This design comes from an exercise in tuning for small area and a short achievable clock period on the open sky130 flow, not from production work. RTL that was checked went through simulation tests only; none was proved equivalent to the original. Function not checked in run 7: the RTL went through the layout flow alone. Power figures rest on the tool's default switching activity, not on a simulated workload.

**design/flow/design.v**
```verilog
module FpAlign (
    input  [31:0] iA,
    input  [31:0] iB,
    output        oLs,
    output [7:0]  oLe,
    output [22:0] oLf,
    output [24:0] oSal,      
    output        oSticky,   
    output        oSub
);
    wire a_larger = iA[30:0] > iB[30:0];
    wire [7:0]  a_e = iA[30:23];
    wire [7:0]  b_e = iB[30:23];
    wire [7:0]  d_ab = a_e - b_e;
    wire [7:0]  d_ba = b_e - a_e;
    wire [7:0]  d = a_larger ? d_ab : d_ba;
    wire [31:0] l = a_larger ? iA : iB;
    wire [22:0] s_f = a_larger ? iB[22:0] : iA[22:0];
    wire [7:0]  s_e = a_larger ? b_e : a_e;
    assign oLs  = l[31];
    assign oLe  = l[30:23];
    assign oLf  = l[22:0];
    assign oSub = iA[31] ^ iB[31];
    wire   sez = (a_e == 8'b0) || (b_e == 8'b0);
    wire [24:0] x = {1'b1, s_f, 1'b0};
    assign oSal = (sez || d[7:5] != 3'b0) ? 25'b0 : (x >> d[4:0]);
    wire [22:0] mask;
    genvar i;
    generate
        for (i = 0; i < 23; i = i + 1) begin : g_mask
            assign mask[i] = (d >= i + 2);
        end
    endgenerate
    assign oSticky = !sez && (d <= 8'd47) && ((d >= 8'd25) || |(s_f & mask));
endmodule
module FpNorm (
    input         iV,
    input         iLs,
    input  [7:0]  iLe,
    input  [22:0] iLf,
    input  [24:0] iSal,
    input         iSticky,
    input         iSub,
    output [31:0] oSum
);
    wire [25:0] lsh = {2'b01, iLf, 1'b0};
    wire [25:0] pre = lsh + ({1'b0, iSal} ^ {26{iSub}}) + (iSub & ~iSticky);
    reg [4:0] s;
    integer k;
    always @* begin
        s = 5'd31;
        for (k = 0; k < 26; k = k + 1)
            if (pre[k]) s = 25 - k;
    end
    wire [25:0] n5 = pre << s;
    wire [22:0] frac = n5[24:2];
    wire [7:0]  e    = iLe + 8'd1 - {3'b0, s};
    wire [25:0] top;
    genvar i;
    generate
        for (i = 0; i < 26; i = i + 1) begin : g_top
            assign top[25 - i] = ({1'b0, iLe[6:0]} + 8'd2 > i);
        end
    endgenerate
    wire underflow = iLe[7] && ((pre & top) == 26'b0);
    wire zero      = (pre == 26'b0);
    assign oSum = (!iV || iLe == 8'b0) ? 32'b0 :
                  (underflow || zero)  ? 32'b0 :
                  {iLs, e, frac};
endmodule
`timescale 1ns/10ps
module fp_adder_synth (data, value, row, clk, rst);
    output [31:0] data;
    input  [31:0] value;
    input  [31:0] row;
    input         clk;
    input         rst;
    wire        l_s;
    wire [7:0]  l_e;
    wire [22:0] l_f;
    wire [24:0] s_al;
    wire        s_sticky;
    wire        op_sub;
    FpAlign AL (.iA(value), .iB(row), .oLs(l_s), .oLe(l_e), .oLf(l_f),
                .oSal(s_al), .oSticky(s_sticky), .oSub(op_sub));
    reg         r_v;
    reg         r_ls;
    reg  [7:0]  r_le;
    reg  [22:0] r_lf;
    reg  [24:0] r_sal;
    reg         r_sticky;
    reg         r_sub;
    always @(posedge clk) begin
        r_v      <= rst;
        r_ls     <= l_s;
        r_le     <= l_e;
        r_lf     <= l_f;
        r_sal    <= s_al;
        r_sticky <= s_sticky;
        r_sub    <= op_sub;
    end
    wire [31:0] sum;
    FpNorm NM (.iV(r_v), .iLs(r_ls), .iLe(r_le), .iLf(r_lf), .iSal(r_sal),
               .iSticky(r_sticky), .iSub(r_sub), .oSum(sum));
    reg [31:0] data;
    always @(posedge clk) begin
        if (!rst)
            data <= 32'b0;
        else
            data <= sum;
    end
endmodule
```
**design/flow/constraint.sdc**
```tcl
create_clock -name core_clock -period 12.5 [get_ports {clk}]
set_input_delay 2.5000 -clock core_clock [delete_from_list [all_inputs] [get_ports {clk}]]
set_output_delay 2.5000 -clock core_clock [all_outputs]
set_load 0.01 [all_outputs]
```
**design/flow/standard.sh**
```bash
#!/bin/bash
# synth_recipe.tcl (not shown) runs the flow's synth.tcl, then flattens the netlist and writes it again
# the make line also repeats each setting of config.mk as NAME=value (left out here)
make -C /OpenROAD-flow-scripts/flow DESIGN_CONFIG=/design/flow/config.mk WORK_HOME=/design/flow/orfs CLKGATE_MAP_FILE= SYNTH_SCRIPT=/design/flow/synth_recipe.tcl "${@:-finish}"
```
**design/flow/config.mk**
```make
export PLATFORM = sky130hd
export DESIGN_NAME = fp_adder_synth
export DESIGN_NICKNAME = fp_adder_synth
export VERILOG_FILES = /design/flow/design.v
export SDC_FILE = /design/flow/constraint.sdc
export NUM_CORES = 4
export LEC_CHECK = 0
export ABC_AREA = 1
export CAP_MARGIN = 20
export CORE_MARGIN = 2
export CORE_UTILIZATION = 40
export SLEW_MARGIN = 20
```
**design/flow/flow/run.sh**
```bash
#!/bin/bash
# Standard synthesis and layout; the port buffers use plain buffers instead
# of the default delay cells, and timing repair aims for more setup slack.
set -euo pipefail
bash standard.sh BUFFER_PORTS_ARGS="-buffer_cell sky130_fd_sc_hd__buf_1" SETUP_SLACK_MARGIN=9 finish > standard.log 2>&1
```
==> metrics.cfg, run 1 <==
[placed_design]
gpl.final_weighted_congestion=0.948
portBuffers=97
dp.final_hpwl_um=25600

[logic_synthesis]
synth_cells=1531
post_synthesis_sequential_area_ratio_pct=19.7
yosys.area.top_type_share_pct=19.7
post_synth_instance_area_mm2=0.00934
synth_edf_count=0
synthDominantAreaCellType=sky130_fd_sc_hd__dfxtp_1
synth_most_common_cell=sky130_fd_sc_hd__nand2_1
synth_cell_type_count=57
ys_ff_latch=92
synth.area.top_cells=sky130_fd_sc_hd__dfxtp_1, sky130_fd_sc_hd__nand2_1, sky130_fd_sc_hd__ha_1
async_reset_ff_share_pct=0
synth.top_cells.by_count=sky130_fd_sc_hd__nand2_1, sky130_fd_sc_hd__inv_1, sky130_fd_sc_hd__nand3_1
synth-warning-count=2
synth_fp_nets=1681
synth_ff_type=sky130_fd_sc_hd__dfxtp_1
synth_area_per_cell_um2=6.10

[power_and_ir_drop]
report.power.total_w=0.00272
cellPowerDensity_mw_per_mm2=187
irDropWorstVdd_uv=89.7
power.leakage_nw=6.71

[drt]
routed_wire_length_per_instance_um=19.6
first_pass_iters=8
antenna_violating_nets_post_route=0
via_count_of_the_routed_design=12080
post-route-drc-count=0
avgViaCountPerCell=5.74
drt_iter0_drc=1552
detail_route.wirelength_um=41300

[sta]
timing_hold_violations_final=0
timing.max_slew.rel_slack_pct=14.9
totalNegativeSetupSlack_ns=0
finalCriticalPeriod_ns=5.34
part_of_the_cycle_the_worst_path_needs_pct=42.7
grt_setup_unrepaired=true
timing.clock.skew_ns=0.0194
finalSetupViolCount=0
report.final.slew_viol_count=0
highest_clock_rate_mhz=187
worstMarginPinSlew_ns=1.28

[floorplan]
initial_util_pct=41.0
chipHeight_um=157
ios=98
row_count=55
die_width_um=157
core_area_mm2=0.0228
die_area_mm2=0.0246

[cells_and_area]
nets=1933
fraction_of_layout_cells_with_a_size_suffix_above_1_pct=34.8
area_growth_syn_to_layout_pct=55.6
postLayoutCoreUtil_pct=63.8

[setup_path]
critical_path_arrival_ns=5.58
endpoint_kind=register
worst-path-max-fanout=13
setup.worst_path.start_class=input port
setup.worst_path.class=input port to register
critical_path_required_ns=12.75

[clock_tree]
cts-root-buf=sky130_fd_sc_hd__clkbuf_16
path_clk_slew_ns=0.07
hold_buffers=0
clockBufferDepth=2
insertion_delay_ns=0.36
cts-buffers-inserted=9
clock_tree.htree_level_count=3
cts_tree=built
clock_sinks=92

[status]
outcome=no timing/DRC/antenna violations

[global_routing]
grt_pass1_wl_um=61100
grt_antenna_before_repair=6
first_global_vias=11366
overflow=0
global_route_usage_over_all_layers_pct=32.1
pin_count_of_the_biggest_net_entering_global_routing=30

[run]
maxCapViolations=0

[hold_path]
timing.hold.worst.class=register to register

## metrics by stage
| stage | hold slack, ns | cell area, µm² | worst slack [ns] | cells |
|---|---|---|---|---|
| floorplan | 0.394 | 10100 | 7.55 | 1531 |
| global placement | 0.409 | 10300 | 4.50 | 1890 |
| detailed placement | 0.419 | 10300 | 4.36 | 1890 |
| CTS | 0.431 | 13400 | 7.34 | 2047 |
| global route | 0.463 | 14500 | 6.98 | 2103 |
| finish | 0.433 | 14500 | 7.16 | 2104 |
## layout make-up
type	count	area, µm²
Multi-Input combinational cell	1201	8930
Clock buffer	9	225
Timing Repair inverter	4	48.8
Timing Repair Buffer	269	2110
Sequential cell	92	1850
Antenna cell	3	7.51
Fill cell	1942	8240
Tap cell	313	392
Clock inverter	7	76.3
Inverter	206	905
## worst max-delay path, cell delays in order
cell                       delay, ns
sky130_fd_sc_hd__buf_1          0.23
sky130_fd_sc_hd__inv_1          0.08
sky130_fd_sc_hd__ha_1           0.30
sky130_fd_sc_hd__nand2_1        0.05
sky130_fd_sc_hd__nor2_1         0.21
sky130_fd_sc_hd__nand2_1        0.09
sky130_fd_sc_hd__o211ai_1       0.17
sky130_fd_sc_hd__a31oi_4        0.15
sky130_fd_sc_hd__o21ai_4        0.12
sky130_fd_sc_hd__buf_4          0.16
sky130_fd_sc_hd__buf_12         0.13
sky130_fd_sc_hd__nand2_8        0.11
sky130_fd_sc_hd__o21ai_4        0.23
sky130_fd_sc_hd__nand2_1        0.07
sky130_fd_sc_hd__o21ai_1        0.22
sky130_fd_sc_hd__mux2i_4        0.15
sky130_fd_sc_hd__o211ai_1       0.20
sky130_fd_sc_hd__o221ai_1       0.14
sky130_fd_sc_hd__a21oi_1        0.18
sky130_fd_sc_hd__nor2_1         0.06
## flip-flops by register name, indices dropped and copies added (netlist names)
name      cells
data         32
r_sal        25
r_lf         23
r_le          8
r_ls          1
r_sticky      1
r_sub         1
r_v           1
## layout by cell type, fill, tap and decap left out, types with 11 or more instances in the layout
cell type                  Yosys  routed
sky130_fd_sc_hd__nor2_2        4      17
sky130_fd_sc_hd__inv_2         7      24
sky130_fd_sc_hd__buf_4         7     122
sky130_fd_sc_hd__nand2_4       2      36
sky130_fd_sc_hd__nand3_4       1      17
sky130_fd_sc_hd__nor2_1      112      90
sky130_fd_sc_hd__a21oi_2       1      18
sky130_fd_sc_hd__ha_4          0      20
sky130_fd_sc_hd__nand2_2      19      67
sky130_fd_sc_hd__nand3_2       6      48
sky130_fd_sc_hd__buf_6         3      27
sky130_fd_sc_hd__nor3_1       26      16
sky130_fd_sc_hd__ha_1         80      55
sky130_fd_sc_hd__xor2_1       39      32
sky130_fd_sc_hd__buf_1         6      85
sky130_fd_sc_hd__nand3_1     159     105
sky130_fd_sc_hd__o21ai_1       7      42
sky130_fd_sc_hd__o21ai_0     137      37
sky130_fd_sc_hd__o211ai_1     11      11
sky130_fd_sc_hd__nand2_1     402     317
sky130_fd_sc_hd__a21oi_1      77      56
sky130_fd_sc_hd__o21ai_4       0      21
sky130_fd_sc_hd__inv_1       195     163
sky130_fd_sc_hd__buf_12        0      17
sky130_fd_sc_hd__dfxtp_1      92      91
sky130_fd_sc_hd__nand2_8       0      18
sky130_fd_sc_hd__o21ai_2       3      47
## routing by layer
metal | track usage, % | up-vias | part of all wire, %
li1 | - | 5605 | -
met1 | 42.7 | 5503 | 41
met2 | 51.0 | 768 | 44
met3 | 6.70 | 204 | 9.7
met4 | 12.4 | 0 | 5.0
met5 | 0 | - | 0
## power breakdown
part	internal [W]	total (W)	switching (W)
registers	0.000343	0.000368	0.0000248
logic	0.000791	0.00207	0.00128
clock network	0.000142	0.000282	0.000139
## worst paths after layout
path	startpoint	end	slack [ns]	depth (start not counted)
hold reg to reg	r_ls	data[31]	0.43	2
setup / recovery	row[20]	r_sal[7]	7.16	20
setup reg to reg	r_sub	data[30]	7.51	35
hold / removal	r_ls	data[31]	0.43	2
## logic make-up (layout without fill, tap and decap cells)
kind of cell / count (synthesis) / after routing / synth area share [%]
AOI/OAI and AO/OA: 286 / 287 / 17.4
xor gates and xnor gates: 45 / 45 / 4.30
adders and majority gates: 84 / 84 / 11.6
buffers and inverters: 258 / 495 / 11.0
DFF: 92 / 92 / 19.7
muxes: 4 / 4 / 0.429
other: 0 / 3 / 0
and+or+nand+nor: 762 / 781 / 35.6
## what timing repair did
item | in CTS | in global routing
endpoints found under the setup margin | 90 | 90
gates resized for setup | 365 | 150
cloned | 22 | 5
pin swaps | 108 | 93
buffers inserted | 119 | 49
==> run 2: changes to the inputs <==
==> design/flow/run.sh (new file) <==
#!/bin/bash
# synth_recipe.tcl (not shown) runs the flow's synth.tcl, then flattens the netlist and writes it again
# the make line also repeats each setting of config.mk as NAME=value (left out here)
make -C /OpenROAD-flow-scripts/flow DESIGN_CONFIG=/design/flow/config.mk WORK_HOME=/design/flow/orfs CLKGATE_MAP_FILE= SYNTH_SCRIPT=/design/flow/synth_recipe.tcl finish
--- a/design/flow/config.mk
+++ b/design/flow/config.mk
@@ -10,3 +10,4 @@
 export CORE_MARGIN = 2
 export CORE_UTILIZATION = 40
+export SETUP_SLACK_MARGIN = 5
 export SLEW_MARGIN = 20
removed: design/flow/flow/run.sh
removed: design/flow/standard.sh
==> metrics.cfg, run 2 <==
[sta]
timing.max_slew.rel_slack_pct=53.9  ; +39 points
setup_slack_ns=5.50  ; -1.66 ns
worstMarginPinSlew_ns=0.685  ; -0.591 ns
report.final.slew_viol_count=0  ; unchanged
totalNegativeSetupSlack_ns=0  ; unchanged
highest_clock_rate_mhz=143  ; -24%
finalCriticalPeriod_ns=7.00  ; +1.66 ns
timing_hold_violations_final=0  ; unchanged
part_of_the_cycle_the_worst_path_needs_pct=56.0  ; +13 points
grt_setup_unrepaired=false
timing.clock.skew_ns=0.0113  ; -0.00805 ns
finalSetupViolCount=0  ; unchanged

[power_and_ir_drop]
cellPowerDensity_mw_per_mm2=173  ; -7.2%
report.power.total_w=0.00188  ; -31%
power.leakage_nw=5.38  ; -20%
irDropWorstVdd_uv=61.9  ; -31%

[floorplan]
chipHeight_um=157  ; unchanged
initial_util_pct=41.0  ; unchanged
row_count=55  ; unchanged
die_area_mm2=0.0246  ; unchanged
ios=98  ; unchanged
die_width_um=157  ; unchanged
core_area_mm2=0.0228  ; unchanged

[logic_synthesis]
yosys.area.top_type_share_pct=19.7  ; unchanged
synth-warning-count=2  ; unchanged
async_reset_ff_share_pct=0  ; unchanged
synth_cell_type_count=57  ; unchanged
synth_area_per_cell_um2=6.10  ; unchanged
synth_cells=1531  ; unchanged
synth_ff_type=sky130_fd_sc_hd__dfxtp_1
ys_ff_latch=92  ; unchanged
synth_fp_nets=1681  ; unchanged
post_synth_instance_area_mm2=0.00934  ; unchanged
synth.top_cells.by_count=sky130_fd_sc_hd__nand2_1, sky130_fd_sc_hd__inv_1, sky130_fd_sc_hd__nand3_1
synth_edf_count=0  ; unchanged
synthDominantAreaCellType=sky130_fd_sc_hd__dfxtp_1
post_synthesis_sequential_area_ratio_pct=19.7  ; unchanged
synth_most_common_cell=sky130_fd_sc_hd__nand2_1
synth.area.top_cells=sky130_fd_sc_hd__dfxtp_1, sky130_fd_sc_hd__nand2_1, sky130_fd_sc_hd__ha_1

[placed_design]
setup_slack_placement_ns=4.11  ; -0.251 ns
dp_cells=1894  ; +0.21%
gpl.final_weighted_congestion=0.938  ; -1.1%
postPlaceCellArea_mm2=0.0105  ; +1.4%
portBuffers=97  ; unchanged
dp.final_hpwl_um=25000  ; -2.1%

[drt]
detail_route.wirelength_um=30300  ; -27%
antenna_violating_nets_post_route=0  ; unchanged
post-route-drc-count=0  ; unchanged
first_pass_iters=5  ; -3
routed_wire_length_per_instance_um=15.9  ; -19%
via_count_of_the_routed_design=10047  ; -17%
drt_iter0_drc=735  ; -53%
avgViaCountPerCell=5.26  ; -8.4%

[clock_tree]
insertion_delay_ns=0.35  ; about the same
cts_tree=built
post_cts.repair.setup_buffers=0  ; -100%
clock_sinks=92  ; unchanged
clockBufferDepth=2  ; unchanged
cts-root-buf=sky130_fd_sc_hd__clkbuf_16
cts-buffers-inserted=9  ; unchanged
clock_tree.htree_level_count=3  ; unchanged
path_clk_slew_ns=0.07  ; about the same

[setup_path]
critical_path_required_ns=12.72  ; -0.03 ns
worst_setup_path_startpoint=row[23]
setup.worst_path.class=input port to register
worstReg2RegEnd=data[30]
worst-path-max-fanout=106  ; +93
timing.reg2reg.setup_slack_ns=6.52  ; -0.99 ns
reg2reg_depth=34  ; -2.9%
critPathCapture=r_sal[1]
endpoint_kind=register
critical_path_arrival_ns=7.22  ; +1.64 ns
setup.worst_path.start_class=input port
worstReg2RegStart=r_sub

[global_routing]
grt_antenna_before_repair=1  ; -5
global_route_usage_over_all_layers_pct=25.0  ; -7.1 points
grt_pass1_wl_um=48400  ; -21%
pin_count_of_the_biggest_net_entering_global_routing=107  ; +260%
overflow=0  ; unchanged
first_global_vias=9253  ; -19%

[cells_and_area]
fraction_of_layout_cells_with_a_size_suffix_above_1_pct=5.19  ; -30 points
final_cell_count_no_fill=1911  ; -9.2%
most-common-layout-cells=sky130_fd_sc_hd__nand2_1, sky130_fd_sc_hd__inv_1, sky130_fd_sc_hd__nand3_1
fillerInstances=2415  ; +24%
num_antenna_cells=0  ; -3
largest_register_ffs=32  ; unchanged
biggestRegsByFlops=data: 32 flops, r_sal: 25 flops, r_lf: 23 flops
area_growth_syn_to_layout_pct=15.9
final_area_mm2=0.0108  ; -26%
nets=1743  ; -9.8%
regMostFlops=data
layout_commonest_cell=sky130_fd_sc_hd__nand2_1

[run]
maxCapViolations=0  ; unchanged

[status]
outcome=no timing/DRC/antenna violations

[hold_path]
timing.hold.worst.class=register to register

[run 2: cell counts after synthesis]
No cell type changed its count.
[run 2: cells by family (layout without fill, tap and decap cells)]
family          after synthesis  in the layout  synth area share (%)
compound gates              286            286                  17.4
xor+xnor                     45             45                  4.30
fa+ha+maj                    84             84                  11.6
buf+inv                     258            325                  11.0
flops                        92             92                  19.7
mux                           4              4                 0.429
simple gates                762            762                  35.6
[run 2: worst min-delay path by stage]
stage	cells past startpoint	from	to
global route	2	r_ls	data[31]
detailed placement	2	r_ls	data[31]
global placement	2	r_ls	data[31]
finish	2	r_ls	data[31]
floorplan	2	r_ls	data[31]
CTS	2	r_ls	data[31]
[run 2: cell type report]
| cell class | count | area (µm²) | share of cell area, % |
|---|---|---|---|
| Multi-Input combinational cell | 1181 | 6490 | 59.9 |
| Sequential cell | 92 | 1840 | 17.0 |
| Timing Repair Buffer | 102 | 1010 | 9.35 |
| Inverter | 206 | 779 | 7.20 |
| Tap cell | 313 | 392 | 3.62 |
| Clock buffer | 10 | 239 | 2.21 |
| Clock inverter | 6 | 70.1 | 0.647 |
| Timing Repair inverter | 1 | 5.00 | 0.0462 |
[run 2: power breakdown]
| group | switching [W] | leakage (nW) | internal [W] |
|---|---|---|---|
| Clock | 0.000121 | 0.153 | 0.000162 |
| Sequential | 0.0000235 | 0.760 | 0.000343 |
| Combinational | 0.000814 | 4.46 | 0.000414 |
[run 2: what timing repair did]
action,in CTS,in global routing
gates resized for setup,2,5
hold endpoints to repair,0,0
hold buffers,0,0
endpoints found under the setup margin,20,26
gates cloned,0,1
[run 2: worst max-delay path, cell delays in order]
cell,delay [ns]
sky130_fd_sc_hd__clkdlybuf4s50_1,0.55
sky130_fd_sc_hd__inv_1,0.07
sky130_fd_sc_hd__ha_1,0.22
sky130_fd_sc_hd__fa_1,0.43
sky130_fd_sc_hd__inv_1,0.11
sky130_fd_sc_hd__o21ai_1,0.08
sky130_fd_sc_hd__nand2_1,0.07
sky130_fd_sc_hd__o311ai_1,0.15
sky130_fd_sc_hd__a31oi_1,0.17
sky130_fd_sc_hd__o21ai_1,0.10
sky130_fd_sc_hd__nand2_2,0.07
sky130_fd_sc_hd__buf_6,0.47
sky130_fd_sc_hd__inv_2,0.26
sky130_fd_sc_hd__nand2_1,0.13
sky130_fd_sc_hd__nand2_2,0.28
sky130_fd_sc_hd__nand2_1,0.47
sky130_fd_sc_hd__clkinv_1,0.37
sky130_fd_sc_hd__o31ai_1,0.24
sky130_fd_sc_hd__o221ai_1,0.20
sky130_fd_sc_hd__o21ai_0,0.20
sky130_fd_sc_hd__a21oi_1,0.06
[run 2: per-stage QoR]
| step | utilization [%] | hold slack [ns] |
|---|---|---|
| after floorplan | - | 0.394 |
| after global placement | 46.1 | 0.399 |
| after detailed placement | 46.1 | 0.405 |
| after CTS | 47.5 | 0.416 |
| after global routing | 47.6 | 0.429 |
| final | 47.6 | 0.413 |
[run 2: per-layer routing]
layer | routed length (µm) | up-vias | GRT usage (%)
met5 | 0 | - | 0
met3 | 1490 | 47 | 3.43
met1 | 13600 | 4525 | 31.7
met4 | 847 | 0 | 8.65
li1 | - | 5154 | -
met2 | 14400 | 321 | 43.4
==> run 3: changes to the inputs <==
--- a/design/flow/design.v
+++ b/design/flow/design.v
@@ -35,5 +35,5 @@
 endmodule
 module FpNorm (
-    input         iV,
+    input         iV,        
     input         iLs,
     input  [7:0]  iLe,
@@ -65,5 +65,5 @@
     wire underflow = iLe[7] && ((pre & top) == 26'b0);
     wire zero      = (pre == 26'b0);
-    assign oSum = (!iV || iLe == 8'b0) ? 32'b0 :
+    assign oSum = !iV                  ? 32'b0 :
                   (underflow || zero)  ? 32'b0 :
                   {iLs, e, frac};
@@ -91,6 +91,7 @@
     reg         r_sticky;
     reg         r_sub;
+    wire both_ez = (value[30:23] == 8'b0) && (row[30:23] == 8'b0);
     always @(posedge clk) begin
-        r_v      <= rst;
+        r_v      <= rst && !both_ez;
         r_ls     <= l_s;
         r_le     <= l_e;
==> design/flow/flow/run.sh (new file) <==
#!/bin/bash
# Standard synthesis and layout; the port buffers use plain buffers instead
# of the default delay cells, and timing repair aims for more setup slack.
set -euo pipefail
bash standard.sh BUFFER_PORTS_ARGS="-buffer_cell sky130_fd_sc_hd__buf_1" SETUP_SLACK_MARGIN=7.5 finish > standard.log 2>&1
==> design/flow/standard.sh (new file) <==
#!/bin/bash
# synth_recipe.tcl (not shown) runs the flow's synth.tcl, then flattens the netlist and writes it again
# the make line also repeats each setting of config.mk as NAME=value (left out here)
make -C /OpenROAD-flow-scripts/flow DESIGN_CONFIG=/design/flow/config.mk WORK_HOME=/design/flow/orfs CLKGATE_MAP_FILE= SYNTH_SCRIPT=/design/flow/synth_recipe.tcl "${@:-finish}"
--- a/design/flow/config.mk
+++ b/design/flow/config.mk
@@ -10,4 +10,3 @@
 export CORE_MARGIN = 2
 export CORE_UTILIZATION = 40
-export SETUP_SLACK_MARGIN = 5
 export SLEW_MARGIN = 20
removed: design/flow/run.sh
==> metrics.cfg, run 3 <==
[placed_design]
setup_slack_placement_ns=5.43  ; +1.32 ns
gpl.final_weighted_congestion=0.962  ; +2.5%
dp.final_hpwl_um=25400  ; +1.4%
portBuffers=97  ; unchanged

[cells_and_area]
area_growth_syn_to_layout_pct=27.0
largest_register_ffs=32  ; unchanged
most-common-layout-cells=sky130_fd_sc_hd__nand2_1, sky130_fd_sc_hd__inv_1, sky130_fd_sc_hd__nand3_1
fraction_of_layout_cells_with_a_size_suffix_above_1_pct=17.4  ; +12 points
regMostFlops=data
nets=1845  ; +5.9%
layout_commonest_cell=sky130_fd_sc_hd__nand2_1
num_antenna_cells=0  ; unchanged
biggestRegsByFlops=data: 32 flops, r_sal: 25 flops, r_lf: 23 flops

[clock_tree]
cts-root-buf=sky130_fd_sc_hd__clkbuf_16
cts-buffers-inserted=9  ; unchanged
path_clk_slew_ns=0.07  ; about the same
clock_tree.htree_level_count=3  ; unchanged
clock_sinks=92  ; unchanged
clockBufferDepth=2  ; unchanged
insertion_delay_ns=0.35  ; about the same
hold_buffers=0  ; unchanged
cts_tree=built

[global_routing]
pin_count_of_the_biggest_net_entering_global_routing=54  ; -50%
grt_antenna_before_repair=1  ; unchanged
overflow=0  ; unchanged
global_route_usage_over_all_layers_pct=27.1  ; +2.0 points
grt_pass1_wl_um=52700  ; +8.8%
first_global_vias=10029  ; +8.4%

[logic_synthesis]
synth_xor_area_share_pct=4.55  ; +0.26 points
post_synthesis_sequential_area_ratio_pct=19.3  ; -0.45 points
synth_edf_count=0  ; unchanged
yosys.area.top_type_share_pct=19.3  ; -0.45 points
synthDominantAreaCellType=sky130_fd_sc_hd__dfxtp_1
ys_ff_latch=92  ; unchanged
synth_mux_area_share_pct=0.955  ; +0.53 points
synth_cells=1562  ; +2.0%
synth-warning-count=2  ; unchanged
synth_cell_type_count=65  ; +14%
post_synth_instance_area_mm2=0.00956  ; +2.3%
synth_area_per_cell_um2=6.12  ; +0.30%
synth_fp_nets=1711  ; +1.8%
synth.area.top_cells=sky130_fd_sc_hd__dfxtp_1, sky130_fd_sc_hd__nand2_1, sky130_fd_sc_hd__ha_1
synth.top_cells.by_count=sky130_fd_sc_hd__nand2_1, sky130_fd_sc_hd__inv_1, sky130_fd_sc_hd__nand3_1
area_share_of_fa_ha_maj_cells_after_synthesis_pct=11.2  ; -0.39 points
synth_most_common_cell=sky130_fd_sc_hd__nand2_1
synth_compound_area_share_pct=17.2  ; -0.21 points
post_synth_and_or_nand_nor_area_fraction_pct=35.8  ; +0.25 points
synth_top_family_by_area=simple AND/OR/NAND/NOR gates
async_reset_ff_share_pct=0  ; unchanged
synth_ff_type=sky130_fd_sc_hd__dfxtp_1

[sta]
timing_hold_violations_final=0  ; unchanged
totalNegativeSetupSlack_ns=0  ; unchanged
report.final.slew_viol_count=0  ; unchanged
grt_setup_unrepaired=true
timing.max_slew.rel_slack_pct=40.6  ; -13 points
part_of_the_cycle_the_worst_path_needs_pct=42.9  ; -13 points
finalCriticalPeriod_ns=5.36  ; -1.64 ns
setup_slack_ns=7.14  ; +1.64 ns
timing.clock.skew_ns=0.0135  ; +0.00219 ns
finalSetupViolCount=0  ; unchanged
highest_clock_rate_mhz=187  ; +31%
worstMarginPinSlew_ns=0.891  ; +0.206 ns

[hold_path]
timing.hold.worst.class=register to register
min_path_cells=2  ; unchanged
worst_hold_startpoint=r_ls
worstHoldEndpoint=data[31]

[drt]
antenna_violating_nets_post_route=0  ; unchanged
detail_route.wirelength_um=33900  ; +12%
routed_wire_length_per_instance_um=16.8  ; +5.6%
drt_iter0_drc=776  ; +5.6%
avgViaCountPerCell=5.39  ; +2.5%
via_count_of_the_routed_design=10878  ; +8.3%
first_pass_iters=8  ; +3
post-route-drc-count=0  ; unchanged

[setup_path]
worstReg2RegEnd=data[30]
slowest_delay_ns=0.39  ; -0.16 ns
timing.reg2reg.setup_slack_ns=7.35  ; +0.83 ns
setup.worst_path.start_class=input port
reg2reg_depth=24  ; -29%
worst-path-max-fanout=11  ; -90%
critical_path_arrival_ns=5.60  ; -1.62 ns
worstReg2RegStart=r_sub
setup.worst_path.class=input port to register
endpoint_kind=register
critical_path_required_ns=12.74  ; +0.02 ns
sequence_of_cells_on_the_critical_path=buf_1 > inv_1 > ha_4 > nand2_1 > nor4_1 > nand4_1 > buf_4 > nand2_8 > buf_12 > bufbuf_16 > nand2_2 > nand2_4 > clkinvlp_4 > a21oi_1 > nor2_1 > nor2_1 > nand2_1 > nor2_1 > nand3_1 > nand2_1 > inv_1
crit_path_top_delay_cell=sky130_fd_sc_hd__ha_4
critical_path.top_delay_family=simple AND/OR/NAND/NOR gates
worst-path-buf-inv=7  ; +1

[floorplan]
initial_util_pct=40.7  ; -0.29 points
die_width_um=159  ; +1.1%
core_area_mm2=0.0235  ; +3.0%
row_count=56  ; +1.8%
chipHeight_um=159  ; +1.1%
ios=98  ; unchanged
die_area_mm2=0.0252  ; +2.3%

[power_and_ir_drop]
cellPowerDensity_mw_per_mm2=176  ; +1.6%
power.leakage_nw=5.87  ; +9.1%
irDropWorstVdd_uv=73.9  ; +20%

[run]
maxCapViolations=0  ; unchanged

[status]
outcome=no timing/DRC/antenna violations

-- run 3: cell count changes in the layout (fill, tap and decap cells not counted), moves of 14 or more --
cell / delta
sky130_fd_sc_hd__buf_4: +50
sky130_fd_sc_hd__o21ai_1: +36
sky130_fd_sc_hd__nor3_1: -14
sky130_fd_sc_hd__clkdlybuf4s50_1: -97
sky130_fd_sc_hd__o21ai_0: -63
sky130_fd_sc_hd__nand2_4: +15
sky130_fd_sc_hd__a21oi_2: +16
sky130_fd_sc_hd__o21ai_4: +14
sky130_fd_sc_hd__buf_1: +88
sky130_fd_sc_hd__o21ai_2: +24
-- run 3: timing repair --
item / 4_1_cts / 5_1_grt
setup endpoints to repair: 62 / 31
resized for setup: 206 / 30
buffers inserted: 53 / 8
pin swaps: 43 / 16
cloned: 12 / 1
-- run 3: per-stage QoR --
step                power, W  hold WS [ns]  utilization (%)  instances  area [µm²]
floorplan            0.00130         0.394                -       1562        9720
global placement     0.00159         0.395             43.4       1930       10200
detailed placement   0.00159         0.400             43.4       1930       10200
CTS                  0.00209         0.412             50.8       2010       11900
global route         0.00232         0.446             51.7       2019       12100
finish               0.00214         0.409             51.7       2019       12100
-- run 3: cells by family (layout without fill, tap and decap cells) --
logic type,after synthesis,count (layout)
AND/OR/NAND/NOR,782,787
AO/OA/AOI/OAI,290,291
buffers and inverters,258,390
flip-flops,92,92
adder cells (fa/ha/maj),83,83
XOR/XNOR,48,48
multiplexers,9,9
-- run 3: final cells by class --
type | instances | area (µm²)
well taps | 319 | 399
inverters | 208 | 845
flip-flops and latches | 92 | 1840
clock inverters | 5 | 85.1
multi-input cells | 1218 | 7570
fillers | 2407 | 11300
clock buffers | 10 | 239
repair inverters | 1 | 5.00
repair buffers | 166 | 1150
-- run 3: layer usage --
metal  GRT usage [%]  share of wire (%)  up-vias
li1                -                  -     5402
met4            12.7                5.0        0
met1            35.3                 44     4936
met3            2.91                5.9      100
met5               0                  0        -
met2            44.7                 45      440
-- run 3: worst register-to-register path, cell delays in order, from the launching register on --
cell,delay (ns)
sky130_fd_sc_hd__dfxtp_2,0.36
sky130_fd_sc_hd__bufbuf_16,0.30
sky130_fd_sc_hd__xor2_1,0.17
sky130_fd_sc_hd__ha_1,0.36
sky130_fd_sc_hd__nand2_1,0.11
sky130_fd_sc_hd__inv_2,0.08
sky130_fd_sc_hd__nand2_1,0.06
sky130_fd_sc_hd__nor3_1,0.31
sky130_fd_sc_hd__nand3_1,0.12
sky130_fd_sc_hd__o2111ai_1,0.15
sky130_fd_sc_hd__xor2_1,0.24
sky130_fd_sc_hd__nor2_1,0.64
sky130_fd_sc_hd__and3_4,0.32
sky130_fd_sc_hd__nand2_1,0.10
sky130_fd_sc_hd__nor2_2,0.14
sky130_fd_sc_hd__inv_2,0.10
sky130_fd_sc_hd__ha_1,0.29
sky130_fd_sc_hd__ha_1,0.33
sky130_fd_sc_hd__inv_1,0.09
sky130_fd_sc_hd__o31ai_4,0.20
sky130_fd_sc_hd__inv_1,0.06
sky130_fd_sc_hd__nor2_1,0.14
sky130_fd_sc_hd__o21ai_0,0.13
sky130_fd_sc_hd__a21o_1,0.18
sky130_fd_sc_hd__a21oi_1,0.13
-- run 3: worst max path at each step --
| stage | start | slack, ns | cells after the start | to |
|---|---|---|---|---|
| after CTS | row[2] | 7.19 | 27 | r_sticky |
| after global placement | value[23] | 5.54 | 19 | r_sticky |
| after detailed placement | value[23] | 5.43 | 19 | r_sticky |
| final | value[23] | 7.14 | 21 | r_sticky |
| after floorplan | row[2] | 7.47 | 26 | r_sticky |
| after global routing | row[2] | 6.90 | 27 | r_sticky |
-- run 3: power by group --
group / internal (W) / switching (W)
logic: 0.000494 / 0.000979
registers: 0.000345 / 0.0000200
clock network: 0.000181 / 0.000121
==> run 4: changes to the inputs <==
==> design/flow/flow/run.sh (replaced) <==
#!/bin/bash
# Standard synthesis and layout; the port buffers use plain buffers instead
# of the default delay cells, and timing repair aims for more setup slack.
set -euo pipefail
bash standard.sh BUFFER_PORTS_ARGS="-buffer_cell sky130_fd_sc_hd__buf_1" SETUP_SLACK_MARGIN=6 finish > standard.log 2>&1
==> metrics.cfg, run 4 <==
[drt]
via_count_of_the_routed_design=10159  ; -6.6%
drt_iter0_drc=694  ; -11%
post-route-drc-count=0  ; unchanged
antenna_violating_nets_post_route=0  ; unchanged
first_pass_iters=6  ; -2
routed_wire_length_per_instance_um=15.8  ; -6.0%
avgViaCountPerCell=5.21  ; -3.4%
detail_route.wirelength_um=30800  ; -9.1%

[cells_and_area]
area_growth_syn_to_layout_pct=9.21
fillerInstances=2536  ; +5.4%
biggestRegsByFlops=data: 32 flops, r_sal: 25 flops, r_lf: 23 flops
layout_commonest_cell=sky130_fd_sc_hd__nand2_1
largest_register_ffs=32  ; unchanged
most-common-layout-cells=sky130_fd_sc_hd__nand2_1, sky130_fd_sc_hd__inv_1, sky130_fd_sc_hd__nand3_1
nets=1775  ; -3.8%
fraction_of_layout_cells_with_a_size_suffix_above_1_pct=5.46  ; -12 points
regMostFlops=data

[sta]
timing.max_slew.rel_slack_pct=54.2  ; +14 points
timing_hold_violations_final=0  ; unchanged
finalSetupViolCount=0  ; unchanged
part_of_the_cycle_the_worst_path_needs_pct=49.6  ; +6.8 points
totalNegativeSetupSlack_ns=0  ; unchanged
finalCriticalPeriod_ns=6.21  ; +0.849 ns
timing.clock.skew_ns=0.0121  ; -0.00139 ns
highest_clock_rate_mhz=161  ; -14%
report.final.slew_viol_count=0  ; unchanged
hold_ws_ns=0.419  ; +0.0104 ns
grt_setup_unrepaired=false
worstMarginPinSlew_ns=0.684  ; -0.206 ns

[global_routing]
global_route_usage_over_all_layers_pct=25.0  ; -2.1 points
first_global_vias=9342  ; -6.9%
overflow=0  ; unchanged
grt_pass1_wl_um=49000  ; -7.1%
pin_count_of_the_biggest_net_entering_global_routing=60  ; +11%
grt_antenna_before_repair=0  ; -1

[floorplan]
die_area_mm2=0.0252  ; unchanged
ios=98  ; unchanged
row_count=56  ; unchanged
initial_util_pct=40.7  ; unchanged
die_width_um=159  ; unchanged
chipHeight_um=159  ; unchanged
core_area_mm2=0.0235  ; unchanged

[logic_synthesis]
synth_most_common_cell=sky130_fd_sc_hd__nand2_1
synth.area.top_cells=sky130_fd_sc_hd__dfxtp_1, sky130_fd_sc_hd__nand2_1, sky130_fd_sc_hd__ha_1
synth_cells=1562  ; unchanged
synth_ff_type=sky130_fd_sc_hd__dfxtp_1
synth-warning-count=2  ; unchanged
ys_ff_latch=92  ; unchanged
post_synth_instance_area_mm2=0.00956  ; unchanged
async_reset_ff_share_pct=0  ; unchanged
synth_area_per_cell_um2=6.12  ; unchanged
yosys.area.top_type_share_pct=19.3  ; unchanged
synth_fp_nets=1711  ; unchanged
synth.top_cells.by_count=sky130_fd_sc_hd__nand2_1, sky130_fd_sc_hd__inv_1, sky130_fd_sc_hd__nand3_1
synth_edf_count=0  ; unchanged
synthDominantAreaCellType=sky130_fd_sc_hd__dfxtp_1
synth_cell_type_count=65  ; unchanged
post_synthesis_sequential_area_ratio_pct=19.3  ; unchanged

[clock_tree]
path_clk_slew_ns=0.08  ; about the same
cts-root-buf=sky130_fd_sc_hd__clkbuf_16
insertion_delay_ns=0.36  ; about the same
cts-buffers-inserted=9  ; unchanged
clock_sinks=92  ; unchanged
cts_tree=built
clock_tree.htree_level_count=3  ; unchanged
clockBufferDepth=2  ; unchanged

[run]
maxCapViolations=0  ; unchanged

[setup_path]
setup.worst_path.start_class=input port
critical_path_arrival_ns=6.45  ; +0.85 ns
sequence_of_cells_on_the_critical_path=buf_1 > inv_1 > ha_1 > nand2_1 > nor3b_1 > nand2_1 > o21ai_4 > nand2_8 > o21ai_0 > o21ai_0 > a21boi_1 > o21ai_0 > nand2_1 > a21oi_1 > o21a_1
worst_setup_path_startpoint=value[24]
critPathCapture=r_sal[1]
timing.reg2reg.setup_slack_ns=6.71  ; -0.64 ns
crit_path_top_delay_cell=sky130_fd_sc_hd__o21ai_0
critical_path_required_ns=12.74  ; about the same
worstReg2RegStart=r_sub
endpoint_kind=register
critical_path_depth=15  ; -29%
critical_path.top_delay_family=compound AO/OA/AOI/OAI gates
worst-path-buf-inv=2  ; -5
slowest_delay_ns=0.62  ; +0.23 ns
setup.worst_path.class=input port to register
worst-path-max-fanout=60  ; +49
worstReg2RegEnd=data[30]
reg2reg_depth=38  ; +58%

[power_and_ir_drop]
irDropWorstVdd_uv=68.5  ; -7.4%
report.power.total_w=0.00186  ; -13%
power.leakage_nw=5.23  ; -11%
cellPowerDensity_mw_per_mm2=178  ; +1.3%

[placed_design]
dp.final_hpwl_um=25000  ; -1.5%
gpl.final_weighted_congestion=0.983  ; +2.2%
portBuffers=97  ; unchanged

[status]
outcome=no timing/DRC/antenna violations

[hold_path]
timing.hold.worst.class=register to register

==> run 4: routing by layer <==
| metal | GRT usage, % | wire length, µm |
|---|---|---|
| met1 | 34.5 | 14600 |
| met2 | 40.7 | 13700 |
| met3 | 2.75 | 1650 |
| met4 | 7.64 | 846 |
| met5 | 0 | 0 |
==> run 4: logic make-up after synthesis <==
kind of cell / Yosys count / synth area share, %
xor gates and xnor gates: 48 / 4.55
AOI/OAI and AO/OA: 290 / 17.2
adders and majority gates: 83 / 11.2
muxes: 9 / 0.955
DFF: 92 / 19.3
buffers and inverters: 258 / 11.0
and+or+nand+nor: 782 / 35.8
==> run 4: power by group <==
part,internal [W],switching (W)
Combinational,0.000368,0.000860
Clock,0.000140,0.000130
Sequential,0.000345,0.0000204
Total,0.000853,0.00101
==> run 4: stage by stage <==
stage | worst slack (ns) | util (%) | cells | cell area (µm²)
6_report | 6.29 | 44.5 | 1951 | 10400
5_1_grt | 6.02 | 44.5 | 1950 | 10400
4_1_cts | 6.16 | 44.3 | 1949 | 10400
3_5_place_dp | 4.89 | 42.9 | 1930 | 10100
3_3_place_gp | 5.12 | 42.9 | 1930 | 10100
2_1_floorplan | 7.27 | - | 1562 | 9560
==> run 4: worst min path at each step <==
stage | depth (start not counted) | endpoint | slack, ns | from
after floorplan | 2 | data[31] | 0.39 | r_ls
after global placement | 2 | data[31] | 0.40 | r_ls
after detailed placement | 2 | data[31] | 0.42 | r_ls
after CTS | 2 | data[31] | 0.42 | r_ls
after global routing | 2 | data[31] | 0.48 | r_ls
final | 2 | data[31] | 0.42 | r_ls
==> run 4: final cells by class <==
class / instances / area (µm²) / area share, %
multi-input cells: 1214 / 6730 / 64.4
flip-flops and latches: 92 / 1840 / 17.6
inverters: 208 / 791 / 7.57
well taps: 319 / 399 / 3.82
repair buffers: 101 / 394 / 3.77
clock buffers: 10 / 229 / 2.19
clock inverters: 6 / 56.3 / 0.539
diodes: 1 / 2.50 / 0.0240
==> run 4: tightest hold or removal path, delay by kind of cell, from the launching register on <==
family / cells / cell delay [ns]
flops: 1 / 0.30
buf+inv: 1 / 0.04
simple gates: 1 / 0.04
==> run 4: repair_timing <==
action	in CTS	in global routing
cloned	1	1
buffers inserted	2	0
hold buffers	0	0
resized for setup	6	6
pin swaps	2	1
setup endpoints to repair	20	6
==> run 5: changes to the inputs <==
==> design/flow/flow/run.sh (replaced) <==
#!/bin/bash
# Standard synthesis and layout; the port buffers use plain buffers instead
# of the default delay cells, and timing repair aims for more setup slack.
set -euo pipefail
bash standard.sh BUFFER_PORTS_ARGS="-buffer_cell sky130_fd_sc_hd__buf_1" SETUP_SLACK_MARGIN=6.5 finish > standard.log 2>&1
--- a/design/flow/config.mk
+++ b/design/flow/config.mk
@@ -9,4 +9,4 @@
 export CAP_MARGIN = 20
 export CORE_MARGIN = 2
-export CORE_UTILIZATION = 40
+export CORE_UTILIZATION = 55
 export SLEW_MARGIN = 20
==> metrics.cfg, run 5 <==
[setup_path]
worstReg2RegStart=r_sub
critPathCapture=r_sticky
endpoint_kind=register
setup.worst_path.start_class=input port
worstReg2RegEnd=data[30]
setup.worst_path.class=input port to register
worst_setup_path_startpoint=row[2]
critical_path_arrival_ns=5.97  ; -0.48 ns
reg2reg_depth=38  ; unchanged
worst-path-max-fanout=15  ; -75%
critical_path_required_ns=12.76  ; +0.02 ns
timing.reg2reg.setup_slack_ns=7.00  ; +0.29 ns

[floorplan]
die_area_mm2=0.0185  ; -27%
core_area_mm2=0.0171  ; -27%
chipHeight_um=136  ; -14%
die_width_um=136  ; -14%
initial_util_pct=55.9  ; +15 points
row_count=48  ; -14%
ios=98  ; unchanged

[clock_tree]
clockBufferDepth=2  ; unchanged
hold_buffers=0  ; unchanged
cts_tree=built
cts-buffers-inserted=9  ; unchanged
path_clk_slew_ns=0.07  ; about the same
cts-root-buf=sky130_fd_sc_hd__clkbuf_16
insertion_delay_ns=0.36  ; about the same
clock_tree.htree_level_count=3  ; unchanged
clock_sinks=92  ; unchanged

[hold_path]
worst_hold_startpoint=r_ls
timing.hold.worst.class=register to register

[sta]
setup_slack_ns=6.79  ; +0.496 ns
timing.clock.skew_ns=0.00912  ; -0.00302 ns
timing_hold_violations_final=0  ; unchanged
part_of_the_cycle_the_worst_path_needs_pct=45.7  ; -4.0 points
highest_clock_rate_mhz=175  ; +8.7%
finalCriticalPeriod_ns=5.71  ; -0.496 ns
timing.max_slew.rel_slack_pct=36.3  ; -18 points
finalSetupViolCount=0  ; unchanged
totalNegativeSetupSlack_ns=0  ; unchanged
report.final.slew_viol_count=0  ; unchanged
worstMarginPinSlew_ns=0.954  ; +0.270 ns
grt_setup_unrepaired=true

[drt]
via_count_of_the_routed_design=10621  ; +4.5%
routed_wire_length_per_instance_um=16.3  ; +3.4%
antenna_violating_nets_post_route=0  ; unchanged
avgViaCountPerCell=5.68  ; +9.1%
routed-wl-met2_um=14700  ; +7.6%
drt_iter0_drc=1091  ; +57%
first_pass_iters=5  ; -1
post-route-drc-count=0  ; unchanged
detail_route.wirelength_um=30500  ; -0.85%
met3_length_um=1840  ; +11%
highest_layer=met4
detail_route.wirelength.met1_um=12400  ; -15%

[cells_and_area]
multi_input_gate_area_in_the_final_layout_mm2=0.00683  ; +1.5%
most-common-layout-cells=sky130_fd_sc_hd__nand2_1, sky130_fd_sc_hd__inv_1, sky130_fd_sc_hd__nand3_1
biggestRegsByFlops=data: 32 flops, r_sal: 25 flops, r_lf: 23 flops
final_cell_count_no_fill=1870  ; -4.2%
area_growth_syn_to_layout_pct=10.4
regMostFlops=data
final_area_mm2=0.0106  ; +1.1%
fillerInstances=1708  ; -33%
fraction_of_layout_cells_with_a_size_suffix_above_1_pct=6.76  ; +1.3 points
postLayoutCoreUtil_pct=61.6  ; +17 points
area.sequential_mm2=0.00184  ; unchanged
largest_register_ffs=32  ; unchanged
nets=1787  ; +0.68%
layout_commonest_cell=sky130_fd_sc_hd__nand2_1

[logic_synthesis]
post_synthesis_sequential_area_ratio_pct=19.3  ; unchanged
synth.area.top_cells=sky130_fd_sc_hd__dfxtp_1, sky130_fd_sc_hd__nand2_1, sky130_fd_sc_hd__ha_1
synth_compound_area_share_pct=17.2  ; unchanged
synth.top_cells.by_count=sky130_fd_sc_hd__nand2_1, sky130_fd_sc_hd__inv_1, sky130_fd_sc_hd__nand3_1
area_share_of_fa_ha_maj_cells_after_synthesis_pct=11.2  ; unchanged
synthDominantAreaCellType=sky130_fd_sc_hd__dfxtp_1
synth_cell_type_count=65  ; unchanged
post_synth_and_or_nand_nor_area_fraction_pct=35.8  ; unchanged
synth_cells=1562  ; unchanged
yosys.area.top_type_share_pct=19.3  ; unchanged
post_synth_instance_area_mm2=0.00956  ; unchanged
synth_most_common_cell=sky130_fd_sc_hd__nand2_1
synth_edf_count=0  ; unchanged
synth_mux_area_share_pct=0.955  ; unchanged
synth_top_family_by_area=simple AND/OR/NAND/NOR gates
synth_xor_area_share_pct=4.55  ; unchanged
synth_ff_type=sky130_fd_sc_hd__dfxtp_1
ys_ff_latch=92  ; unchanged
synth-warning-count=2  ; unchanged
async_reset_ff_share_pct=0  ; unchanged
synth_fp_nets=1711  ; unchanged
synth_area_per_cell_um2=6.12  ; unchanged

[power_and_ir_drop]
power.share.combinational_pct=65.3  ; -0.6 points
p_int_w=0.000887  ; +4.0%
cellPowerDensity_mw_per_mm2=183  ; +2.7%
power.switching_w=0.00105  ; +3.6%
irDropWorstVdd_uv=102  ; +49%
p_clk_share_pct=15.6  ; +1.1 points
power.leakage_nw=5.32  ; +1.9%
sw_frac_of_total_pct=54.1  ; -0.10 points
power.share.sequential_pct=19.1  ; -0.5 points

[global_routing]
pin_count_of_the_biggest_net_entering_global_routing=61  ; +1.7%
global_route_usage_over_all_layers_pct=33.0  ; +8.0 points
grt_antenna_before_repair=2  ; +2
first_global_vias=9494  ; +1.6%
overflow=0  ; unchanged
grt_pass1_wl_um=47900  ; -2.2%

[placed_design]
dp_cells=1835  ; -4.9%
dp.final_hpwl_um=23900  ; -4.5%
setup_slack_placement_ns=4.88  ; -0.00882 ns
gpl.final_weighted_congestion=0.968  ; -1.5%
postPlaceCellArea_mm2=0.00995  ; -1.2%
portBuffers=97  ; unchanged

[run]
maxCapViolations=0  ; unchanged

[status]
outcome=no timing/DRC/antenna violations

[run 5: changes by cell type in the layout (fill, tap and decap cells not counted), sizes merged]
cell / delta
clkinv: -1
inv: +1
buf: +9
bufinv: +1
clkbuf: -1
nand2: +3
diode: +1
[run 5: repair_timing]
item	in CTS	in global routing
setup endpoints to repair	26	28
gates cloned	2	3
pin swaps	3	5
resized for setup	9	29
buffers inserted	2	10
[run 5: area by class of cell]
class	count	share of cell area, %
multi-input combinational	1217	64.7
sequential	92	17.5
inverter	208	7.54
timing repair buffer	110	4.57
tap	225	2.67
clock buffer	9	2.13
clock inverter	7	0.889
antenna	2	0.0474
[run 5: layer usage]
metal,global-route usage [%],vias up
met4,16.0,0
li1,-,5285
met1,39.7,4767
met3,4.66,113
met2,57.5,456
met5,0,-
[run 5: worst min-delay path by stage]
stage	endpoint	slack, ns	cells past startpoint
finish	data[31]	0.42	2
global route	data[31]	0.45	2
CTS	data[31]	0.42	2
detailed placement	data[31]	0.41	2
global placement	data[31]	0.40	2
floorplan	data[31]	0.39	2
[run 5: through the flow]
stage | hold WS [ns] | total power (W)
final | 0.424 | 0.00193
after global routing | 0.446 | 0.00210
after CTS | 0.421 | 0.00188
after detailed placement | 0.412 | 0.00157
after global placement | 0.395 | 0.00157
after floorplan | 0.394 | 0.00128
[run 5: power groups by stage]
stage,combinational [W],clock (W),sequential (W)
6_report,0.00126,0.000301,0.000369
3_3_place_gp,0.00119,0,0.000374
4_1_cts,0.00121,0.000303,0.000369
2_1_floorplan,0.000899,0,0.000382
3_5_place_dp,0.00119,0,0.000375
5_1_grt,0.00141,0.000313,0.000374
[run 5: cells by family (layout without fill, tap and decap cells)]
family / Yosys count / count (layout)
AND/OR/NAND/NOR: 782 / 786
multiplexers: 9 / 9
AO/OA/AOI/OAI: 290 / 291
buffers and inverters: 258 / 334
XOR/XNOR: 48 / 48
adder cells (fa/ha/maj): 83 / 83
flip-flops: 92 / 92
other: 0 / 2
[run 5: critical path, cell delays in order]
cell                       delay, ns
sky130_fd_sc_hd__buf_1          0.08
sky130_fd_sc_hd__inv_1          0.06
sky130_fd_sc_hd__ha_1           0.29
sky130_fd_sc_hd__nand2_1        0.08
sky130_fd_sc_hd__o21ai_1        0.12
sky130_fd_sc_hd__a21oi_1        0.11
sky130_fd_sc_hd__o211ai_1       0.19
sky130_fd_sc_hd__a21oi_1        0.09
sky130_fd_sc_hd__nor2_1         0.09
sky130_fd_sc_hd__nor2_1         0.05
sky130_fd_sc_hd__nor2_1         0.08
sky130_fd_sc_hd__nor2_1         0.07
sky130_fd_sc_hd__o21ai_4        0.34
sky130_fd_sc_hd__buf_4          0.19
sky130_fd_sc_hd__nand3b_1       0.28
sky130_fd_sc_hd__nand2_8        0.24
sky130_fd_sc_hd__nand2_1        0.08
sky130_fd_sc_hd__inv_1          0.18
sky130_fd_sc_hd__nand2_1        0.11
sky130_fd_sc_hd__o21bai_1       0.15
sky130_fd_sc_hd__o21ai_0        0.12
sky130_fd_sc_hd__nor2_1         0.15
sky130_fd_sc_hd__nand2_1        0.07
sky130_fd_sc_hd__nor2_1         0.09
sky130_fd_sc_hd__nand3_1        0.07
sky130_fd_sc_hd__nand2_1        0.06
sky130_fd_sc_hd__inv_1          0.03
==> run 6: changes to the inputs <==
--- a/design/flow/config.mk
+++ b/design/flow/config.mk
@@ -9,4 +9,4 @@
 export CAP_MARGIN = 20
 export CORE_MARGIN = 2
-export CORE_UTILIZATION = 55
+export CORE_UTILIZATION = 40
 export SLEW_MARGIN = 20
==> metrics.cfg, run 6 <==
[status]
outcome=no timing/DRC/antenna violations

[cells_and_area]
postLayoutCoreUtil_pct=45.3  ; -16 points
final_area_mm2=0.0106  ; +0.75%
regMostFlops=data
most-common-layout-cells=sky130_fd_sc_hd__nand2_1, sky130_fd_sc_hd__inv_1, sky130_fd_sc_hd__nand3_1
area_growth_syn_to_layout_pct=11.2
largest_register_ffs=32  ; unchanged
num_antenna_cells=0  ; -2
fraction_of_layout_cells_with_a_size_suffix_above_1_pct=6.63  ; -0.13 points
layout_commonest_cell=sky130_fd_sc_hd__nand2_1
nets=1788  ; +0.056%
biggestRegsByFlops=data: 32 flops, r_sal: 25 flops, r_lf: 23 flops

[clock_tree]
clock_sinks=92  ; unchanged
cts-root-buf=sky130_fd_sc_hd__clkbuf_16
cts-buffers-inserted=9  ; unchanged
insertion_delay_ns=0.36  ; about the same
path_clk_slew_ns=0.07  ; about the same
clockBufferDepth=2  ; unchanged
cts_tree=built
clock_tree.htree_level_count=3  ; unchanged

[placed_design]
dp.final_hpwl_um=25000  ; +4.7%
portBuffers=97  ; unchanged
gpl.final_weighted_congestion=0.983  ; +1.5%
postPlaceCellArea_mm2=0.0101  ; +1.3%

[setup_path]
worst-path-buf-inv=2  ; -3
crit_path_top_delay_cell=sky130_fd_sc_hd__a21boi_1
cpMostUsedCell=sky130_fd_sc_hd__nor2_1
setup.worst_path.start_class=input port
critical_path_arrival_ns=6.01  ; +0.04 ns
critical_path_depth=21  ; -22%
endpoint_kind=register
setup.worst_path.class=input port to register
worst-path-max-fanout=30  ; +15
timing.reg2reg.setup_slack_ns=6.99  ; about the same
worstReg2RegStart=r_sub
worstReg2RegEnd=data[30]
reg2reg_depth=37  ; -2.6%
critical_path.top_delay_family=compound AO/OA/AOI/OAI gates
slowest_delay_ns=0.45  ; +0.11 ns
critical_path_required_ns=12.74  ; -0.02 ns
sequence_of_cells_on_the_critical_path=buf_1 > inv_1 > ha_1 > nand2_1 > o21ai_1 > a21oi_1 > o211ai_1 > a21oi_1 > nor2_1 > nor2_1 > nor2_1 > nor2_1 > o21ai_4 > nand2_8 > o21ai_1 > o21ai_0 > a21boi_1 > o21ai_0 > nand2_1 > a21oi_1 > o21a_1

[hold_path]
timing.hold.worst.class=register to register
min_path_cells=2  ; unchanged
worstHoldEndpoint=data[31]
worst_hold_startpoint=r_ls

[global_routing]
grt_antenna_before_repair=0  ; -2
first_global_vias=9371  ; -1.3%
grt_pass1_wl_um=49200  ; +2.7%
grt_use_met3_pct=2.75  ; -1.9 points
pin_count_of_the_biggest_net_entering_global_routing=61  ; unchanged
global_route_usage_over_all_layers_pct=25.1  ; -7.9 points
overflow=0  ; unchanged
grt.met1_usage_pct=34.7  ; -5.0 points
global_route.peak_usage_layer=met2
groute.layer.met2.usage_pct=41.0  ; -17 points

[logic_synthesis]
ys_ff_latch=92  ; unchanged
synth-warning-count=2  ; unchanged
async_reset_ff_share_pct=0  ; unchanged
synth.top_cells.by_count=sky130_fd_sc_hd__nand2_1, sky130_fd_sc_hd__inv_1, sky130_fd_sc_hd__nand3_1
synth_cell_type_count=65  ; unchanged
synth_edf_count=0  ; unchanged
synth.area.top_cells=sky130_fd_sc_hd__dfxtp_1, sky130_fd_sc_hd__nand2_1, sky130_fd_sc_hd__ha_1
post_synth_instance_area_mm2=0.00956  ; unchanged
synth_cells=1562  ; unchanged
synth_most_common_cell=sky130_fd_sc_hd__nand2_1
post_synthesis_sequential_area_ratio_pct=19.3  ; unchanged
synthDominantAreaCellType=sky130_fd_sc_hd__dfxtp_1
synth_area_per_cell_um2=6.12  ; unchanged
yosys.area.top_type_share_pct=19.3  ; unchanged
synth_ff_type=sky130_fd_sc_hd__dfxtp_1
synth_fp_nets=1711  ; unchanged

[sta]
timing_hold_violations_final=0  ; unchanged
highest_clock_rate_mhz=173  ; -0.96%
timing.clock.skew_ns=0.0121  ; +0.00302 ns
totalNegativeSetupSlack_ns=0  ; unchanged
hold_ws_ns=0.419  ; -0.00521 ns
timing.max_slew.rel_slack_pct=52.4  ; +16 points
report.final.slew_viol_count=0  ; unchanged
finalSetupViolCount=0  ; unchanged
finalCriticalPeriod_ns=5.77  ; +0.0554 ns
worstMarginPinSlew_ns=0.713  ; -0.241 ns
part_of_the_cycle_the_worst_path_needs_pct=46.1  ; +0.44 points
grt_setup_unrepaired=true

[power_and_ir_drop]
cellPowerDensity_mw_per_mm2=178  ; -2.7%
report.power.total_w=0.00190  ; -2.0%
irDropWorstVdd_uv=67.9  ; -33%
power.leakage_nw=5.30  ; -0.43%

[floorplan]
core_area_mm2=0.0235  ; +37%
initial_util_pct=40.7  ; -15 points
row_count=56  ; +17%
die_width_um=159  ; +17%
ios=98  ; unchanged
chipHeight_um=159  ; +17%
die_area_mm2=0.0252  ; +36%

[drt]
post-route-drc-count=0  ; unchanged
first_pass_iters=6  ; +1
via_count_of_the_routed_design=10247  ; -3.5%
detail_route.wirelength_um=31200  ; +2.1%
drt_iter0_drc=738  ; -32%
routed_wire_length_per_instance_um=15.9  ; -2.7%
antenna_violating_nets_post_route=0  ; unchanged
avgViaCountPerCell=5.22  ; -8.1%

[run]
maxCapViolations=0  ; unchanged

run 6: routing by layer:
layer / share of wire, % / vias to the layer above
met4: 2.6 / 0
met1: 47 / 4536
met2: 45 / 375
li1: - / 5285
met3: 5.4 / 51
met5: 0 / -
run 6: kinds of logic (layout without fill, tap and decap cells):
kind of cell	Yosys count	count (layout)	share of synthesized area, %
AND/OR/NAND/NOR	782	784	35.8
AO/OA/AOI/OAI	290	291	17.2
XOR/XNOR	48	48	4.55
flip-flops	92	92	19.3
adder cells (fa/ha/maj)	83	83	11.2
buffers and inverters	258	337	11.0
multiplexers	9	9	0.955
run 6: area by class of cell:
class	count	area, µm²
repair buffers	113	509
inverters	208	797
flip-flops and latches	92	1840
well taps	319	399
fillers	2537	12800
multi-input cells	1215	6800
clock buffers	10	229
clock inverters	6	56.3
run 6: worst max path at each step:
stage	startpoint	endpoint	slack [ns]
4_1_cts	value[24]	r_sal[2]	6.51
6_report	row[1]	r_sal[1]	6.73
3_3_place_gp	value[23]	r_sticky	5.12
5_1_grt	row[2]	r_sticky	6.46
3_5_place_dp	value[23]	r_sticky	4.89
2_1_floorplan	row[23]	r_sal[0]	7.27
run 6: worst reg2reg max path, delay by kind of cell (launching register included):
kind                     cells  cell delay [ns]
flip-flops                   1             0.33
AO/OA/AOI/OAI                6             1.00
AND/OR/NAND/NOR             19             1.98
adder cells (fa/ha/maj)      5             1.36
buffers and inverters        7             0.78
run 6: power breakdown:
part | internal [W] | total [W] | leakage [nW] | switching [W]
combinational | 0.000386 | 0.00126 | 4.40 | 0.000875
sequential | 0.000345 | 0.000365 | 0.760 | 0.0000205
clock | 0.000140 | 0.000270 | 0.138 | 0.000130
run 6: what timing repair did:
item | in CTS | in global routing
gates cloned | 2 | 1
resized for setup | 13 | 23
hold buffers | 0 | 0
pin swaps | 3 | 3
buffers inserted | 2 | 12
endpoints found under the setup margin | 26 | 27
run 6: metrics by stage:
stage          cells  setup WS (ns)
2_1_floorplan   1562           7.27
3_3_place_gp    1930           5.12
3_5_place_dp    1930           4.89
4_1_cts         1950           6.51
5_1_grt         1963           6.46
6_report        1963           6.73
==> run 7: changes to the inputs <==
--- a/design/flow/design.v
+++ b/design/flow/design.v
@@ -9,13 +9,14 @@
     output        oSub
 );
-    wire a_larger = iA[30:0] > iB[30:0];
     wire [7:0]  a_e = iA[30:23];
     wire [7:0]  b_e = iB[30:23];
-    wire [7:0]  d_ab = a_e - b_e;
+    wire [8:0]  d_ab = {1'b0, a_e} - {1'b0, b_e};
     wire [7:0]  d_ba = b_e - a_e;
-    wire [7:0]  d = a_larger ? d_ab : d_ba;
+    wire        e_eq = (a_e == b_e);
+    wire        f_gt = iA[22:0] > iB[22:0];
+    wire        a_larger = e_eq ? f_gt : !d_ab[8];
+    wire [7:0]  d = d_ab[8] ? d_ba : d_ab[7:0];
     wire [31:0] l = a_larger ? iA : iB;
     wire [22:0] s_f = a_larger ? iB[22:0] : iA[22:0];
-    wire [7:0]  s_e = a_larger ? b_e : a_e;
     assign oLs  = l[31];
     assign oLe  = l[30:23];
==> metrics.cfg, run 7 <==
[cells_and_area]
multi_input_gate_area_in_the_final_layout_mm2=0.00643  ; -5.5%
fraction_of_layout_cells_with_a_size_suffix_above_1_pct=6.65  ; +0.024 points
regMostFlops=data
area_growth_syn_to_layout_pct=12.0
largest_register_ffs=32  ; unchanged
fillerInstances=2453  ; -3.3%
biggestRegsByFlops=data: 32 flops, r_sal: 25 flops, r_lf: 23 flops
num_antenna_cells=0  ; unchanged
most-common-layout-cells=sky130_fd_sc_hd__nand2_1, sky130_fd_sc_hd__inv_1, sky130_fd_sc_hd__nand3_1

[drt]
post-route-drc-count=0  ; unchanged
via_count_of_the_routed_design=9886  ; -3.5%
detail_route.wirelength_um=29300  ; -6.0%
antenna_violating_nets_post_route=0  ; unchanged
routed_wire_length_per_instance_um=15.7  ; -0.99%
first_pass_iters=5  ; -1
highest_layer=met4
detail_route.wirelength.met1_um=12900  ; -13%
met3_length_um=1470  ; -12%

[logic_synthesis]
synth.top_cells.by_count=sky130_fd_sc_hd__nand2_1, sky130_fd_sc_hd__inv_1, sky130_fd_sc_hd__nand3_1
synth.area.top_cells=sky130_fd_sc_hd__dfxtp_1, sky130_fd_sc_hd__nand2_1, sky130_fd_sc_hd__ha_1
synth-warning-count=2  ; unchanged
post_synth_instance_area_mm2=0.00921  ; -3.7%
synth_ff_type=sky130_fd_sc_hd__dfxtp_1
synth_area_per_cell_um2=6.17  ; +0.73%
ys_ff_latch=92  ; unchanged
synth_edf_count=0  ; unchanged
post_synthesis_sequential_area_ratio_pct=20.0  ; +0.73 points
yosys.area.top_type_share_pct=20.0  ; +0.73 points
async_reset_ff_share_pct=0  ; unchanged
synth_cells=1494  ; -4.4%

[placed_design]
dp.final_hpwl_um=23300  ; -6.8%
portBuffers=97  ; unchanged

[global_routing]
global_route_usage_over_all_layers_pct=23.8  ; -1.3 points
first_global_vias=9081  ; -3.1%
grt_pass1_wl_um=46100  ; -6.2%
overflow=0  ; unchanged
grt_antenna_before_repair=0  ; unchanged

[floorplan]
ios=98  ; unchanged
core_area_mm2=0.0226  ; -3.5%
die_area_mm2=0.0243  ; -3.6%
initial_util_pct=40.7  ; -0.045 points

[setup_path]
worstReg2RegStart=r_sub
worstReg2RegEnd=data[30]
timing.reg2reg.setup_slack_ns=6.91  ; -0.08 ns
sequence_of_cells_on_the_critical_path=buf_1 > inv_1 > ha_2 > inv_1 > fa_1 > inv_1 > o21ai_1 > nand2_1 > nand2_2 > mux2i_1 > xor2_1 > buf_4 > nand2_1 > nor2_1 > o21ai_0 > nand2_1 > o2111ai_1 > nor3_1 > a21oi_1
slowest_delay_ns=0.36  ; -0.09 ns
setup.worst_path.start_class=input port
reg2reg_depth=37  ; unchanged
critical_path_required_ns=12.73  ; about the same
worst-path-max-fanout=15  ; -50%
setup.worst_path.class=input port to register

[clock_tree]
clock_sinks=92  ; unchanged
clock_tree.htree_level_count=3  ; unchanged
path_clk_slew_ns=0.07  ; about the same

[hold_path]
min_path_cells=2  ; unchanged
timing.hold.worst.class=register to register

[sta]
totalNegativeSetupSlack_ns=0  ; unchanged
finalCriticalPeriod_ns=5.82  ; +0.0588 ns
timing.clock.skew_ns=0.00756  ; -0.00458 ns
grt_setup_unrepaired=true
worstMarginPinSlew_ns=0.717  ; +0.00375 ns
highest_clock_rate_mhz=172  ; -1.0%
finalSetupViolCount=0  ; unchanged
timing.max_slew.rel_slack_pct=52.1  ; -0.25 points

[power_and_ir_drop]
p_clk_share_pct=16.7  ; +2.5 points
irDropWorstVdd_uv=70.9  ; +4.4%
power.share.combinational_pct=64.4  ; -2.1 points
power.leakage_nw=5.13  ; -3.2%
p_int_w=0.000954  ; +9.6%
power.share.sequential_pct=18.9  ; -0.4 points

[status]
outcome=no timing/DRC/antenna violations

## run 7: changes by cell type after synthesis, moves of 6 or more
| cell | change |
|---|---|
| sky130_fd_sc_hd__clkbuf_1 | +6 |
| sky130_fd_sc_hd__nand2_1 | -42 |
| sky130_fd_sc_hd__nand3_1 | -10 |
| sky130_fd_sc_hd__nor2_1 | +7 |
| sky130_fd_sc_hd__nor3_1 | -6 |
| sky130_fd_sc_hd__o21ai_0 | +8 |
| sky130_fd_sc_hd__o21ai_1 | -17 |
| sky130_fd_sc_hd__o22ai_1 | +10 |
## run 7: stage by stage
step,hold slack [ns],setup slack (ns),instance area (µm²),power [W],instances
3_5_place_dp,0.404,5.90,9760,0.00159,1835
6_report,0.414,6.68,10300,0.00196,1863
3_3_place_gp,0.400,5.82,9760,0.00159,1835
4_1_cts,0.415,6.49,10100,0.00194,1853
2_1_floorplan,0.394,7.03,9210,0.00131,1494
5_1_grt,0.450,6.36,10300,0.00215,1863
## run 7: layer usage
layer  global-route usage (%)  vias to the layer above
li1                         -                     5061
met1                     30.3                     4422
met2                     40.6                      339
met3                     2.56                       64
met4                     10.6                        0
met5                        0                        -
## run 7: worst max path at each step
| stage | endpoint | from | slack [ns] | cells past startpoint |
|---|---|---|---|---|
| after global placement | r_sticky | value[23] | 5.82 | 22 |
| after floorplan | data[30] | r_sub | 7.03 | 36 |
| after detailed placement | r_sal[2] | value[23] | 5.90 | 23 |
| after global routing | data[30] | r_sub | 6.36 | 35 |
| after CTS | r_sal[2] | value[23] | 6.49 | 23 |
| final | r_sticky | value[23] | 6.68 | 19 |
## run 7: cell families after synthesis
logic type,after synthesis,share of synthesized area (%)
adders and majority gates,83,11.6
xor gates and xnor gates,44,4.63
buffers and inverters,255,11.1
and+or+nand+nor,724,34.3
DFF,92,20.0
muxes,5,0.557
AOI/OAI and AO/OA,291,17.9
## run 7: repair_timing
item,CTS,global route
pin swaps,1,5
cloned,1,2
setup endpoints to repair,23,29
gates resized for setup,5,18
buffers inserted,1,8
## run 7: power groups by stage
stage / combinational (W) / sequential [W] / clock, W
CTS: 0.00123 / 0.000370 / 0.000335
detailed placement: 0.00122 / 0.000377 / 0
global placement: 0.00122 / 0.000377 / 0
floorplan: 0.000928 / 0.000384 / 0
finish: 0.00126 / 0.000371 / 0.000327
global route: 0.00142 / 0.000376 / 0.000346
## run 7: cell type report
type,instances,share of cell area [%]
Multi-Input combinational cell,1148,62.3
Sequential cell,92,17.9
Inverter,207,7.54
Timing Repair Buffer,115,5.42
Tap cell,285,3.45
Clock buffer,10,2.32
Clock inverter,6,1.13
## run 7: worst max-delay path: cells and delay by family
| kind | cells | cell delay (ns) |
|---|---|---|
| mux | 1 | 0.36 |
| xor+xnor | 1 | 0.19 |
| compound gates | 4 | 0.67 |
| fa+ha+maj | 2 | 0.38 |
| simple gates | 6 | 1.35 |
| buf+inv | 5 | 0.60 |

Check on run 7: ideal ports give 6.676 ns setup slack; a clkbuf_16 on the clock port and buf_2 on the inputs give 6.700 ns; moving port delays by the midpoint clock arrival (0.400 ns) as well gives 6.300 ns.
